Background: an optimization exercise with open tools, aiming at a short achievable clock period and few clock cycles. Do not read the settings as production practice. Where RTL was checked, it was by simulation tests only, not by an equivalence proof against the original. No driver is modelled on the clock port, so clock power and skew are understated where the tree is cut down; a real chip needs a root buffer or a tree. Power is estimated from default activity; no workload was simulated.

==> inputs of job 2237 <==
==> flow/design.v (excerpt) <==
module top (
    input logic clk,
    input logic reset,
    output logic [4:0] curr_inst_addr,
    input logic [15:0] curr_inst,
    output logic write_enable_dmem,
    output logic [3:0] write_addr_dmem,
    output logic [7:0] write_data_dmem,
    output logic halted
);
clock: 4.2 ns
lec_check: 0
cap_margin: 20
core_margin: 2
core_utilization: 40
setup_slack_margin: 3.0
slew_margin: 20
synth_hierarchical: 1
synth_minimum_keep_size: 0
standard.sh (not shown) runs the stock make flow with config.mk's settings and CLKGATE_MAP_FILE= SYNTH_SCRIPT=/design/flow/synth_recipe.tcl, a recipe that flattens the netlist after the stock synthesis.
==> flow/flow/run.sh <==
#!/bin/bash
# Own flow: the standard layout (standard.sh) with two changes:
#  - the clock tree is built by flow/pre_cts.tcl (a two-level balanced tree,
#    see flow/mycts.tcl) instead of TritonCTS;
#  - the cells in flow/dont_use.txt are kept out of synthesis and timing
#    repair: the platform's own DONT_USE_CELLS list, plus full and half adders,
#    slow 3- and 4-input OR/NOR and AOI/OAI cells, 4-input muxes and delay
#    cells, so that abc and the resizer build the logic from faster cells.
# Every tool's output goes to the ORFS logs under orfs/logs and to standard.log.
set -euo pipefail
export PRE_CTS_TCL="$PWD/flow/pre_cts.tcl"
du="$(tr '\n' ' ' < flow/dont_use.txt)"
sed "s|\"\${@:-finish}\"|DONT_USE_CELLS=\"$du\" \"\${@:-finish}\"|" standard.sh > standard_du.sh
bash standard_du.sh ${FLOW_STANDARD_TARGETS:-} > standard.log 2>&1
Other scripts of this flow, unchanged in this note and not shown: flow/flow/dont_use.txt, flow/flow/mycts.tcl, flow/flow/pre_cts.tcl
==> job 2419: changes against job 2237 <==
--- a/flow/design.v
+++ b/flow/design.v
@@ -3,14 +3,12 @@
     input logic reset,
     input logic cap,
     input logic [15:0] inst,
     input logic [4:0] pc,
     input logic halted,
     input logic bp_cur,
-    input logic replay,   
-    input logic [4:0] d_pc,   
     input logic d_v,   
     input logic d_br,   
     input logic d_halt,   
     input logic ex_br,   
     input logic ex_halt,   
     output logic pred,
@@ -20,17 +18,16 @@
 );
   logic is_br;
   logic [4:0] tgt, pc_seq;
   assign is_br = (inst[15:13] == 3'b101);
   assign tgt = inst[12:8];
   assign pc_seq = halted ? 5'd0 : pc + 5'd1;
-  assign pred = bp_cur;
-  assign take = is_br && pred && !halted && !replay;
+  assign pred = (inst[7:4] == inst[3:0]) || bp_cur;
+  assign take = is_br && pred && !halted;
   always_comb
     if (reset) pc_f = cap ? (is_br ? tgt : 5'd1) : 5'd0;
-    else if (replay) pc_f = d_pc;
     else if (take) pc_f = tgt;
     else pc_f = pc_seq;
   logic is_halt, halt_now;
   assign is_halt = (inst[15:13] == 3'b111);
   assign halt_now = (is_halt && !(d_v && (d_br || d_halt)) && !ex_br) ||
                     (d_v && d_halt && !ex_br) || ex_halt;
@@ -64,20 +61,21 @@
     for (int i = 4; i < 8; i++) g3[i] = g2[i] | (p2[i] & g2[i-4]);
   end
   assign s = p0 ^ {g3[6:0], 1'b0};
 endmodule
 `timescale 1ns / 1ps
 module brres (
-    input  logic [7:0] ne,
+    input  logic [7:0] a,
+    input  logic [7:0] b,
     input  logic br,
     input  logic pred,
     input  logic reset,
     output logic taken,
     output logic mispredict
 );
-  assign taken = (ne == 8'd0);
+  assign taken = (a == b);
   assign mispredict = !reset && br && (pred ? !taken : taken);
 endmodule
 `timescale 1ns / 1ps
 module mux2 #(
     parameter int WIDTH = 8
 ) (
@@ -146,14 +144,13 @@
     output logic rb_l,
     output logic rb_w,
     output logic st_s,
     output logic st_l,
     output logic st_w,
     output logic st_k,
-    output logic fwm,
-    output logic rep   
+    output logic fwm
 );
   logic [2:0] op;
   logic imm;
   logic [3:0] rd, ra, rb;
   assign op = inst[15:13];
   assign imm = inst[12];
@@ -191,13 +188,12 @@
   assign rb_w = !eb && wb;
   assign st_s = !imm && eb && d_add;
   assign st_l = !imm && eb && !d_add;
   assign st_w = !imm && !eb && wb;
   assign st_k = imm;
   assign fwm = live && d_v && d_st && (d_sta == rb);
-  assign rep = is_br && (ra_s || rb_s);
 endmodule
 `timescale 1ns / 1ps
 `timescale 1ns / 1ps
 `timescale 1ns / 1ps
 `timescale 1ns / 1ps
 `timescale 1ns / 1ps
@@ -219,23 +215,21 @@
   logic bp_cur;   
   logic d_v, d_st, d_add, d_br, d_halt, d_wr, d_imm, d_pred;
   logic [7:0] d_k8;
   logic [3:0] d_dst, d_sta;
   logic [15:0] d_rb;
   logic d_fwm;
-  logic d_rep;   
   logic [4:0] d_pc1, d_tgt, d_pc;
   logic [15:0] d_ra_r, d_rb_r, d_st_r;
   logic d_ra_s, d_ra_l, d_ra_w;
   logic d_rb_s, d_rb_l, d_rb_w;
   logic d_st_s, d_st_l, d_st_w, d_st_k;
   logic ex_wr, ex_add, ex_br, ex_halt, ex_pred, ex_bpa;
   logic [3:0] ex_dst;
   logic [15:0] ex_we;   
   logic [7:0] ex_a, ex_b, ex_l;
-  logic [7:0] ex_ne;   
   logic [4:0] ex_alt;   
   logic [31:0] ex_bpc;   
   logic bu_v, bu_t;
   logic [31:0] bu_a;
   logic w_v;
   logic [15:0] w_we;
@@ -261,13 +255,14 @@
       .d1(sum),
       .s (ex_add),
       .y (res)
   );
   logic mispredict;
   brres cmp (
-      .ne(ex_ne),
+      .a(ex_a),
+      .b(ex_b),
       .br(ex_br),
       .pred(ex_pred),
       .reset(reset),
       .taken(taken),
       .mispredict(mispredict)
   );
@@ -304,13 +299,13 @@
   );
   logic [7:0] m_n;
   assign m_n = d_fwm ? st_d : dmb;
   logic is_st, is_ld, is_add, is_br, is_halt, f_wr;
   logic [3:0] dst, sta;
   logic [15:0] rb_oh, ra_r, rb_r, st_r;
-  logic ra_s, ra_l, ra_w, rb_s, rb_l, rb_w, st_s, st_l, st_w, st_k, fwm, rep;
+  logic ra_s, ra_l, ra_w, rb_s, rb_l, rb_w, st_s, st_l, st_w, st_k, fwm;
   fctl fc (
       .inst(curr_inst),
       .reset(reset),
       .d_v(d_v),
       .d_wr(d_wr),
       .d_add(d_add),
@@ -338,37 +333,32 @@
       .rb_l(rb_l),
       .rb_w(rb_w),
       .st_s(st_s),
       .st_l(st_l),
       .st_w(st_w),
       .st_k(st_k),
-      .fwm(fwm),
-      .rep(rep)
+      .fwm(fwm)
   );
   logic r0cap;
   logic cap;
   assign cap = !r0cap && (pc == 5'd0);
   logic bp_seq;
   bpsel bps (
       .bp({bp_t[0], bp_t[31:1]}),
       .a (pc),
       .y (bp_seq)
   );
-  logic replay;
-  assign replay = d_v && d_rep;
   logic pred, take, bp_d, halted_d;
   logic [4:0] pc_f, pc_d;
   nextpc npc (
       .reset(reset),
       .cap(cap),
       .inst(curr_inst),
       .pc(pc),
       .halted(halted_r),
       .bp_cur(bp_cur),
-      .replay(replay),
-      .d_pc(d_pc),
       .d_v(d_v),
       .d_br(d_br),
       .d_halt(d_halt),
       .ex_br(ex_br),
       .ex_halt(ex_halt),
       .pred(pred),
@@ -380,22 +370,22 @@
       .d0(pc_f),
       .d1(ex_alt),
       .s (mispredict),
       .y (pc_d)
   );
   logic seq_ok;
-  assign seq_ok = !mispredict && !take && !reset && !replay;
+  assign seq_ok = !mispredict && !take && !reset;
   ao21 bp_ao (
-      .a((mispredict && ex_bpa) || (replay && !reset && d_pred)),
+      .a(mispredict && ex_bpa),
       .b(seq_ok),
       .c(bp_seq),
       .y(bp_d)
   );
   logic f_ok, d_ok;
-  assign f_ok = !halted_r && !(d_v && d_halt) && !ex_halt && !mispredict && !replay;
-  assign d_ok = d_v && !mispredict && !replay;
+  assign f_ok = !halted_r && !(d_v && d_halt) && !ex_halt && !mispredict;
+  assign d_ok = d_v && !mispredict;
   logic [4:0] pc1;
   assign pc1 = pc + 5'd1;
   always_ff @(posedge clk) begin
     pc <= pc_d;
     bp_cur <= bp_d;
     halted_r <= halted_d;
@@ -405,23 +395,23 @@
       ex_wr <= 1'b0;
       ex_br <= 1'b0;
       ex_halt <= 1'b0;
       bu_v <= 1'b0;
       w_v <= 1'b0;
       st_v <= 1'b0;
-      bp_t <= '1;
+      bp_t <= 32'd0;
     end else begin
       r0cap <= 1'b0;
       d_v <= f_ok;
       ex_wr <= d_ok && d_wr;
       ex_br <= d_ok && d_br;
       ex_halt <= d_ok && d_halt;
       w_v <= ex_wr;
       st_v <= d_ok && d_st;
       bu_v <= ex_br;
-      for (int j = 0; j < 32; j++) if (bu_v && bu_a[j]) bp_t[j] <= bu_t;
+      if (bu_v) bp_t <= bu_t ? (bp_t | bu_a) : (bp_t & ~bu_a);
     end
   end
   always_ff @(posedge clk) begin
     d_st <= is_st;
     d_add <= is_add;
     d_br <= is_br;
@@ -440,21 +430,19 @@
     d_rb_r <= rb_r;
     d_st_r <= st_r;
     {d_ra_s, d_ra_l, d_ra_w} <= {ra_s, ra_l, ra_w};
     {d_rb_s, d_rb_l, d_rb_w} <= {rb_s, rb_l, rb_w};
     {d_st_s, d_st_l, d_st_w, d_st_k} <= {st_s, st_l, st_w, st_k};
     d_fwm <= fwm;
-    d_rep <= rep && !reset;
   end
   always_ff @(posedge clk) begin
     ex_add <= d_add;
     ex_dst <= d_dst;
     ex_we <= 16'd1 << d_dst;
     ex_a <= a_n;
     ex_b <= b_n;
-    ex_ne <= a_e ^ b_e;
     ex_l <= d_imm ? d_k8 : m_n;
     ex_pred <= d_pred;
     ex_alt <= d_pred ? d_pc1 : d_tgt;
     ex_bpa <= d_pred ? bp_t[d_pc1] : bp_t[d_tgt];
     ex_bpc <= 32'd1 << d_pc;
     st_a <= d_sta;
==> flow/flow/run.sh (replaced) <==
#!/bin/bash
# Own flow: the standard layout (standard.sh) with two changes:
#  - the clock tree is built by flow/pre_cts.tcl (a two-level balanced tree)
#    instead of TritonCTS;
#  - full- and half-adder cells are added to DONT_USE_CELLS (flow/dont_use.txt
#    is the platform's list plus those), so abc maps adders as plain gates.
# Every tool's output goes to the ORFS logs under orfs/logs and to standard.log.
set -euo pipefail
export PRE_CTS_TCL="$PWD/flow/pre_cts.tcl"
du="$(tr '\n' ' ' < flow/dont_use.txt)"
sed "s|\"\${@:-finish}\"|DONT_USE_CELLS=\"$du\" \"\${@:-finish}\"|" standard.sh > standard_nofa.sh
bash standard_nofa.sh ${FLOW_STANDARD_TARGETS:-} > standard.log 2>&1
--- a/flow/config.mk
+++ b/flow/config.mk
@@ -5,10 +5,10 @@
 export SDC_FILE = /design/flow/constraint.sdc
 export NUM_CORES = 8
 export LEC_CHECK = 0
 export CAP_MARGIN = 20
 export CORE_MARGIN = 2
 export CORE_UTILIZATION = 40
-export SETUP_SLACK_MARGIN = 3.0
+export SETUP_SLACK_MARGIN = 2.7
 export SLEW_MARGIN = 20
 export SYNTH_HIERARCHICAL = 1
 export SYNTH_MINIMUM_KEEP_SIZE = 0
==> job 5935: changes against job 2237 <==
--- a/flow/design.v
+++ b/flow/design.v
@@ -101,12 +101,21 @@
     input  logic b,
     input  logic c,
     output logic y
 );
   assign y = a | (b & c);
 endmodule
+module andn #(
+    parameter int WIDTH = 5
+) (
+    input  logic [WIDTH - 1:0] a,
+    input  logic b,
+    output logic [WIDTH - 1:0] y
+);
+  assign y = a & ~{WIDTH{b}};
+endmodule
 `timescale 1ns / 1ps
 module bpsel (
     input logic [31:0] bp,
     input logic [4:0] a,
     output logic y
 );
@@ -132,16 +141,17 @@
     output logic is_add,
     output logic is_br,
     output logic is_halt,
     output logic f_wr,
     output logic [3:0] dst,
     output logic [3:0] sta,
+    output logic [15:0] ra_oh,
     output logic [15:0] rb_oh,
-    output logic [15:0] ra_r,
-    output logic [15:0] rb_r,
-    output logic [15:0] st_r,
+    output logic ra_r,
+    output logic rb_r,
+    output logic st_r,
     output logic ra_s,
     output logic ra_l,
     output logic ra_w,
     output logic rb_s,
     output logic rb_l,
     output logic rb_w,
@@ -165,27 +175,26 @@
   assign is_add = (op == 3'b010);
   assign is_br = (op == 3'b101);
   assign is_halt = (op == 3'b111);
   assign f_wr = is_ld || is_add;
   assign dst = (is_ld && !imm) ? ra : rd;
   assign sta = imm ? rd : ra;
-  logic [15:0] ra_oh;
   always_comb
     for (int j = 0; j < 16; j++) begin
       ra_oh[j] = (ra == 4'(j));
       rb_oh[j] = (rb == 4'(j));
     end
   logic ea, eb, wa, wb, live;
   assign live = !reset;
   assign ea = live && d_v && d_wr && (d_dst == ra);
   assign eb = live && d_v && d_wr && (d_dst == rb);
   assign wa = live && ex_wr && (ex_dst == ra);
   assign wb = live && ex_wr && (ex_dst == rb);
-  assign ra_r = (reset || ea || wa) ? 16'd0 : ra_oh;
-  assign rb_r = (reset || eb || wb) ? 16'd0 : rb_oh;
-  assign st_r = (reset || imm || eb || wb) ? 16'd0 : rb_oh;
+  assign ra_r = !ea && !wa;
+  assign rb_r = !eb && !wb;
+  assign st_r = !imm && !eb && !wb;
   assign ra_s = ea && d_add;
   assign ra_l = ea && !d_add;
   assign ra_w = !ea && wa;
   assign rb_s = eb && d_add;
   assign rb_l = eb && !d_add;
   assign rb_w = !eb && wb;
@@ -211,27 +220,29 @@
     output logic [7:0] write_data_dmem,
     output logic halted
 );
   logic [7:0] rf[16];
   logic [7:0] dm[16];
   logic [4:0] pc;
+  logic [4:0] pc_o;   
   logic halted_r;
   logic [31:0] bp_t;
   logic bp_cur;   
   logic d_v, d_st, d_add, d_br, d_halt, d_wr, d_imm, d_pred;
   logic [7:0] d_k8;
   logic [3:0] d_dst, d_sta;
   logic [15:0] d_rb;
-  logic d_fwm;
+  logic d_dm_r, d_dm_s;   
   logic d_rep;   
   logic [4:0] d_pc1, d_tgt, d_pc;
-  logic [15:0] d_ra_r, d_rb_r, d_st_r;
+  logic [15:0] d_ra;
+  logic d_ra_r, d_rb_r, d_st_r;
   logic d_ra_s, d_ra_l, d_ra_w;
   logic d_rb_s, d_rb_l, d_rb_w;
   logic d_st_s, d_st_l, d_st_w, d_st_k;
-  logic ex_wr, ex_add, ex_br, ex_halt, ex_pred, ex_bpa;
+  logic ex_wr, ex_add, ex_br, ex_halt, ex_pred;
   logic [3:0] ex_dst;
   logic [15:0] ex_we;   
   logic [7:0] ex_a, ex_b, ex_l;
   logic [7:0] ex_ne;   
   logic [4:0] ex_alt;   
   logic [31:0] ex_bpc;   
@@ -240,17 +251,19 @@
   logic w_v;
   logic [15:0] w_we;
   logic [7:0] w_d;
   logic st_v;
   logic [3:0] st_a;
   logic [7:0] st_d;
+  logic st_v_o;   
+  logic [7:0] st_d_o;
   logic [15:0] st_we;   
-  assign curr_inst_addr = pc;
-  assign write_enable_dmem = st_v;
+  assign curr_inst_addr = pc_o;
+  assign write_enable_dmem = st_v_o;
   assign write_addr_dmem = st_a;
-  assign write_data_dmem = st_d;
+  assign write_data_dmem = st_d_o;
   assign halted = halted_r;
   logic [7:0] sum, res;
   logic taken;
   add8 add (
       .a(ex_a),
       .b(ex_b),
@@ -268,24 +281,25 @@
       .br(ex_br),
       .pred(ex_pred),
       .reset(reset),
       .taken(taken),
       .mispredict(mispredict)
   );
-  logic [7:0] a_e, b_e, s_e, a_n, b_n, s_n, dmb;
+  logic [7:0] rfa, rfb, a_e, b_e, s_e, a_n, b_n, s_n, dmb;
   always_comb begin
-    a_e = (ex_l & {8{d_ra_l}}) | (w_d & {8{d_ra_w}});
-    b_e = (ex_l & {8{d_rb_l}}) | (w_d & {8{d_rb_w}});
-    s_e = (ex_l & {8{d_st_l}}) | (w_d & {8{d_st_w}}) | (d_k8 & {8{d_st_k}});
+    rfa = 8'd0;
+    rfb = 8'd0;
     dmb = 8'd0;
     for (int j = 0; j < 16; j++) begin
-      a_e = a_e | (rf[j] & {8{d_ra_r[j]}});
-      b_e = b_e | (rf[j] & {8{d_rb_r[j]}});
-      s_e = s_e | (rf[j] & {8{d_st_r[j]}});
+      rfa = rfa | (rf[j] & {8{d_ra[j]}});
+      rfb = rfb | (rf[j] & {8{d_rb[j]}});
       dmb = dmb | (dm[j] & {8{d_rb[j]}});
     end
+    a_e = (ex_l & {8{d_ra_l}}) | (w_d & {8{d_ra_w}}) | (rfa & {8{d_ra_r}});
+    b_e = (ex_l & {8{d_rb_l}}) | (w_d & {8{d_rb_w}}) | (rfb & {8{d_rb_r}});
+    s_e = (ex_l & {8{d_st_l}}) | (w_d & {8{d_st_w}}) | (rfb & {8{d_st_r}}) | (d_k8 & {8{d_st_k}});
   end
   fwd8 a_mux (
       .d0(a_e),
       .d1(sum),
       .s (d_ra_s),
       .y (a_n)
@@ -299,17 +313,25 @@
   fwd8 s_mux (
       .d0(s_e),
       .d1(sum),
       .s (d_st_s),
       .y (s_n)
   );
-  logic [7:0] m_n;
-  assign m_n = d_fwm ? st_d : dmb;
+  logic [7:0] s_n_o;
+  fwd8 s_mux_o (
+      .d0(s_e),
+      .d1(sum),
+      .s (d_st_s),
+      .y (s_n_o)
+  );
+  logic [7:0] l_n;
+  assign l_n = (dmb & {8{d_dm_r}}) | (st_d & {8{d_dm_s}}) | (d_k8 & {8{d_imm}});
   logic is_st, is_ld, is_add, is_br, is_halt, f_wr;
   logic [3:0] dst, sta;
-  logic [15:0] rb_oh, ra_r, rb_r, st_r;
+  logic [15:0] ra_oh, rb_oh;
+  logic ra_r, rb_r, st_r;
   logic ra_s, ra_l, ra_w, rb_s, rb_l, rb_w, st_s, st_l, st_w, st_k, fwm, rep;
   fctl fc (
       .inst(curr_inst),
       .reset(reset),
       .d_v(d_v),
       .d_wr(d_wr),
@@ -324,12 +346,13 @@
       .is_add(is_add),
       .is_br(is_br),
       .is_halt(is_halt),
       .f_wr(f_wr),
       .dst(dst),
       .sta(sta),
+      .ra_oh(ra_oh),
       .rb_oh(rb_oh),
       .ra_r(ra_r),
       .rb_r(rb_r),
       .st_r(st_r),
       .ra_s(ra_s),
       .ra_l(ra_l),
@@ -379,27 +402,42 @@
   mux2 #(5) pc_mux (
       .d0(pc_f),
       .d1(ex_alt),
       .s (mispredict),
       .y (pc_d)
   );
+  logic [4:0] pc_od;
+  mux2 #(5) pc_mux_o (
+      .d0(pc_f),
+      .d1(ex_alt),
+      .s (mispredict),
+      .y (pc_od)
+  );
   logic seq_ok;
   assign seq_ok = !mispredict && !take && !reset && !replay;
   ao21 bp_ao (
-      .a((mispredict && ex_bpa) || (replay && !reset && d_pred)),
+      .a(mispredict || (replay && !reset && d_pred)),
       .b(seq_ok),
       .c(bp_seq),
       .y(bp_d)
   );
+  logic st_v_od;
+  andn #(1) st_v_gate (
+      .a(!reset && d_v && d_st && !replay),
+      .b(mispredict),
+      .y(st_v_od)
+  );
   logic f_ok, d_ok;
   assign f_ok = !halted_r && !(d_v && d_halt) && !ex_halt && !mispredict && !replay;
   assign d_ok = d_v && !mispredict && !replay;
   logic [4:0] pc1;
   assign pc1 = pc + 5'd1;
   always_ff @(posedge clk) begin
     pc <= pc_d;
+    st_v_o <= st_v_od;
+    pc_o <= pc_od;
     bp_cur <= bp_d;
     halted_r <= halted_d;
     if (reset) begin
       r0cap <= cap;
       d_v <= cap;
       ex_wr <= 1'b0;
@@ -433,36 +471,38 @@
     d_sta <= sta;
     d_rb <= rb_oh;
     d_pred <= pred || reset;
     d_pc1 <= pc1;
     d_tgt <= curr_inst[12:8];
     d_pc <= pc;
+    d_ra <= ra_oh;
     d_ra_r <= ra_r;
     d_rb_r <= rb_r;
     d_st_r <= st_r;
     {d_ra_s, d_ra_l, d_ra_w} <= {ra_s, ra_l, ra_w};
     {d_rb_s, d_rb_l, d_rb_w} <= {rb_s, rb_l, rb_w};
     {d_st_s, d_st_l, d_st_w, d_st_k} <= {st_s, st_l, st_w, st_k};
-    d_fwm <= fwm;
+    d_dm_r <= !fwm && !curr_inst[12];
+    d_dm_s <= fwm && !curr_inst[12];
     d_rep <= rep && !reset;
   end
   always_ff @(posedge clk) begin
     ex_add <= d_add;
     ex_dst <= d_dst;
     ex_we <= 16'd1 << d_dst;
     ex_a <= a_n;
     ex_b <= b_n;
     ex_ne <= a_e ^ b_e;
-    ex_l <= d_imm ? d_k8 : m_n;
+    ex_l <= l_n;
     ex_pred <= d_pred;
     ex_alt <= d_pred ? d_pc1 : d_tgt;
-    ex_bpa <= d_pred ? bp_t[d_pc1] : bp_t[d_tgt];
     ex_bpc <= 32'd1 << d_pc;
     st_a <= d_sta;
     st_we <= 16'd1 << d_sta;
     st_d <= s_n;
+    st_d_o <= s_n_o;
   end
   always_ff @(posedge clk) begin
     bu_t <= taken;
     bu_a <= ex_bpc;
     w_we <= ex_we;
     w_d <= res;
--- a/flow/config.mk
+++ b/flow/config.mk
@@ -5,10 +5,10 @@
 export SDC_FILE = /design/flow/constraint.sdc
 export NUM_CORES = 8
 export LEC_CHECK = 0
 export CAP_MARGIN = 20
 export CORE_MARGIN = 2
 export CORE_UTILIZATION = 40
-export SETUP_SLACK_MARGIN = 3.0
+export SETUP_SLACK_MARGIN = 2.7
 export SLEW_MARGIN = 20
 export SYNTH_HIERARCHICAL = 1
 export SYNTH_MINIMUM_KEEP_SIZE = 0
==> qor.txt <==
outcome = timing/DRC/antenna clean
critical path, cell by cell = buf_6, a22oi_2, nand4_1, nor2_4, buf_6, o21ai_4, a21o_1
post-synthesis cell type count = 67
# resized after CTS = 500
fmax = 570 MHz
row count = 86
met3 WL = 7540 um
CP max FO = 8
multi-input logic area = 0.0109 mm2
Source of the figures above: job 5935

==> qor.txt <==
outcome = timing/DRC/antenna clean
row count = 89
top power group = registers
Die Ht = 247 um
starting density of the core = 0.402
met3 WL = 11500 um
multi-input logic area = 0.0139 mm2
combinational power = 0.00175 W
total power = 0.0108 W
Die Area = 0.0611 mm2
layout cell share with drive strength beyond 1 = 0.377
critical path, cell by cell = buf_6, buf_6
fmax = 551 MHz
post-synthesis cell type count = 71
Largest area class, layout = multi-input combinational cells
# resized after CTS = 611
CP max FO = 4
met2 WL = 45700 um
Source of the figures above: job 2237

==> qor.txt <==
top power group = registers
met3 WL = 12400 um
CP max FO = 6
Flop pwr share = 0.585
dpl cells = 3250
nature of the critical path startpoint = flip-flop
critical path, cell by cell = xnor2_2, nand4_1, buf_6, buf_6, o31ai_4, buf_6, nor2_4, buf_6, a31o_2
outcome = timing/DRC/antenna clean
row count = 88
multi-input logic area = 0.0131 mm2
pin count of the biggest net entering global routing = 65
# resized after CTS = 781
fmax = 517 MHz
most frequent CP cell = buf_6
Source of the figures above: job 2419

Testbench counts of job 2237, summed over its fixed seeds: cycles 24,759.
Testbench counts of job 5935, summed over its fixed seeds: cycles 24,759.
For job 2419, only the layout was checked, not whether the RTL still works. No run of this note takes its clock network from TritonCTS; it comes from the design's own scripts or RTL.

## what the ideal ports hide
In the flow no input, the clock included, has a driving cell. The finished layouts below were timed again as built, in two steps.
Step 1 sets driving cells, clkbuf_16 on the clock port and buf_2 on the other inputs (assumed; they add their load-dependent delay and slew).
Step 2, shift: input delay + t, output delay - t, t = (earliest + latest rising clock arrival at the registers) / 2. This alone moves slack from input paths to output paths.
Slacks: ideal ports / drivers / drivers and shift; pairs: ideal ports / drivers.
run	t (ns)	setup WS [ns]	worst setup path after step 2
job 2237	0.499	2.387 / 2.258 / 1.864	input to register
job 2419	0.502	2.267 / 2.268 / 1.898	input to register
job 5935	0.485	2.444 / 2.357 / 1.872	input to register
After both steps setup and hold are still met in every run listed. For job 5935, which loses most, drivers alone change the setup slack by -0.087 ns; drivers and shift together by -0.572 ns.
